Source: an optimization exercise on an open RTL-to-GDS flow (aim: small area). Production flows keep margins and buffers that such runs may drop.
Where RTL was checked, it was by simulation tests only, not by an equivalence proof against the original.
No driver is modelled on the clock port, so clock power and skew are understated where the tree is cut down; a real chip needs a root buffer or a tree.
No activity file was given, so power comes from the tool's default toggle rates.

## DisplayModule
module DisplayModule(
    input clk,
    input rst,
    input buttonU,
    input buttonL,
    input buttonR,
    input buttonD,
    input sw0,
    input sw1,
    output [3:0] an,
    output [6:0] sev_seg,
    output dp
    );
export LEC_CHECK = 0
export CAP_MARGIN = 20
export CORE_MARGIN = 2
export CORE_UTILIZATION = 40
export SLEW_MARGIN = 20
create_clock -name core_clock -period 10.0 [get_ports {clk}]
standard.sh (not shown) runs the stock make flow with config.mk's settings and CLKGATE_MAP_FILE= SYNTH_SCRIPT=/design/flow/synth_recipe.tcl, a recipe that flattens the netlist after the stock synthesis.
==> flow/flow/run.sh <==
#!/bin/bash
# Own layout flow: the standard flow (standard.sh), with these changes:
#  - the combinational logic is mapped with several area-oriented ABC scripts
#    (flow/abc_*.script, by flow/abc_pick.tcl) and the smallest mapping is
#    kept, in place of ORFS's speed script; the flip-flops come from the
#    unchanged standard synthesis steps (dfflibmap runs before abc);
#  - the port buffers are the smallest buffer cell;
#  - the clock is buffered by flow/pre_cts.tcl (three clock buffers, each
#    driving the flip-flops of one region) in place of TritonCTS.
# Each tool's output goes to a log file in this folder.
set -euo pipefail
W=$(pwd)
# synthesis script: synth_recipe.tcl with abc wrapped by abc_pick.tcl
{
  head -n 1 synth_recipe.tcl
  echo "set ::ABC_PICK_SCRIPTS [lsort [glob $W/flow/abc_*.script]]"
  echo "source $W/flow/abc_pick.tcl"
  tail -n +2 synth_recipe.tcl
} > own_synth.tcl
sed -e "s#SYNTH_SCRIPT=[^ ]*#SYNTH_SCRIPT=$W/own_synth.tcl#" \
    -e "s#CLKGATE_MAP_FILE= #CLKGATE_MAP_FILE= 'BUFFER_PORTS_ARGS=-buffer_cell sky130_fd_sc_hd__buf_1' PRE_CTS_TCL=$W/flow/pre_cts.tcl #" \
    standard.sh > own_standard.sh
bash own_standard.sh > flow_make.log 2>&1
Other scripts of this flow, unchanged in this note and not shown: flow/flow/abc_a5.script, flow/flow/abc_b3.script, flow/flow/abc_b8.script, flow/flow/abc_c1.script, flow/flow/abc_c7.script, flow/flow/abc_d6.script, flow/flow/abc_e1.script, flow/flow/abc_e2.script, flow/flow/abc_e3.script, flow/flow/abc_e4.script, flow/flow/abc_f1.script, flow/flow/abc_f4.script, flow/flow/abc_g2.script, flow/flow/abc_g5.script, flow/flow/abc_g6.script, flow/flow/abc_pick.tcl, flow/flow/pre_cts.tcl
The starting point finished clean.
Then changed:
--- a/flow/design.v
+++ b/flow/design.v
@@ -42,51 +42,46 @@
         else sec <= {~sec[13:0], sec[14] ^ sec[13] ^ sec_low};
     wire k2mod6 = m3b & ~p2;
     wire e240 = k2mod6 & m23_ph22;
     wire e30  = ~p2 & m547_ph546;
     wire p30  = p2 & m547_ph2;
     wire e2   = k2mod6 & m2731_ph2730;
     wire div0 = sec_zero;
     wire [3:0] b = {buttonU, buttonL, buttonR, buttonD};
-    reg [3:0] s0, s1;
-    reg ev; reg [1:0] ei;
-    wire [3:0] E = s0 & ~s1;
-    wire one = (E == 4'b1000) | (E == 4'b0100) | (E == 4'b0010) | (E == 4'b0001);
+    reg [3:0] s0, s1, s2;
     always @(posedge clk) begin
         if (rst) s0 <= 4'b0;
         else if (e30) s0 <= b;
     end
     always @(posedge clk) begin
         if (e30) begin
-            s1 <= s0;
-            ev <= one;
-            ei <= {one & (E[1] | E[0]), (one & (E[2] | E[0])) | (~one & (|E))};
+            s1 <= s0; s2 <= s1;
         end
     end
-    wire pv = p30 & ev;
-    wire pany = p30 & (ev | ei[0]);
+    wire [3:0] ed = s1 & ~s2;            
+    wire [3:0] pulse = p30 ? ed : 4'b0;
     reg [1:0] swd;
     always @(posedge clk) begin
         if (rst) swd <= 2'b0;
         else swd <= {swd[0], sw0 | sw1};
     end
-    wire load = pany | swd[1];
+    wire load = (|pulse) | swd[1];
     function [4:0] fwd(input [4:0] j); fwd = {j[3:0], ~j[4]}; endfunction
     function [4:0] bwd(input [4:0] j); bwd = {~j[0], j[4:1]}; endfunction
     reg [4:0] j0, j1, j2, j3;    
     wire z0 = ~j0[4] & ~j0[0], z1 = ~j1[4] & ~j1[0], z2 = ~j2[4] & ~j2[0], z3 = ~j3[4] & ~j3[0];
     wire qz = z0 & z1 & z2 & z3;
     wire swr = sw0 | sw1;
     wire K = rst | (load & swr);               
     wire A = load & ~swr & ~rst;               
-    wire sU = pv & ~ei[1] & ~ei[0];
-    wire sL = pv & ~ei[1] & ei[0];
-    wire sR = pv & ei[1] & ~ei[0];
-    wire sD = pv & ei[1] & ei[0];
+    wire sU = pulse[3] & ~pulse[2] & ~pulse[1] & ~pulse[0];
+    wire sL = ~pulse[3] & pulse[2] & ~pulse[1] & ~pulse[0];
+    wire sR = ~pulse[3] & ~pulse[2] & pulse[1] & ~pulse[0];
+    wire sD = ~pulse[3] & ~pulse[2] & ~pulse[1] & pulse[0];
     wire t9 = j1[4] & ~j1[3], t_ge2 = j1[1] | j1[4], t_ge5 = j1[4];
     wire c1 = (sU & t9) | (sL & t_ge2) | (sD & t_ge5);
     wire h9 = j2[4] & ~j2[3], h8 = j2[3] & ~j2[2], h_ge8 = j2[4] & ~j2[2], h_ge5 = j2[4], h4 = j2[3] & ~j2[4];
     wire c2 = (sU & c1 & h9) | (sL & (h9 | (h8 & c1))) | (sR & h_ge8) | (sD & (h_ge5 | (h4 & c1)));
     wire sat = c2 & j3[4] & ~j3[3];
     wire As = A & ~sat;
     wire N = A & sat;                          
     wire M0 = div0 & ~qz & ~load & ~rst;       
The changed run finished clean.
Setup slack got worse by 1.3 ns.
Hold slack improved by 0.0060 ns.
Flip-flop and latch count rises by 1.
Synthesized area is about the same.
Utilization rises by 0.11 points.
Wire length falls by 4.3%.
Final cell count falls by 3.6%.
Sequential share of layout area rises by 0.72 points.
Sequential power falls by about 1%.
Via count falls by 3.1%.
Power falls by 6.2%.
Final area is about the same.
Clock skew rises by 0.011 ns.
No functional check of the RTL was part of the second run of this note. No run of this note takes its clock network from TritonCTS; it comes from the design's own scripts or RTL.

## port drivers added, routing unchanged
How much do the figures lean on ideal ports? The routed layouts below were timed once more, with nothing changed but the port constraints. Step 1: set_driving_cell puts a clkbuf_16 on clk and a buf_2 on each other input, an assumption about the parent block. Step 2 adds t to the input delays and takes it off the output delays; t is the mean of the earliest and latest rising clock arrival at the registers after step 1. Input paths then give back, and output paths get back, about the clock's delay inside the block. Three values: no drivers, after step 1, after step 2; two values: the first two.
| run | t, ns | setup WS [ns] | worst setup path after step 2 |
|---|---|---|---|
| the first run | 0.224 | 5.609 / 5.649 / 5.426 | input to register |
| the second run | 0.224 | 4.308 / 4.347 / 4.123 | input to register |
After both steps setup and hold are still met in every run listed. The setup slack of the second run, which loses most, moves by +0.039 ns with the drivers and by -0.185 ns with both steps.
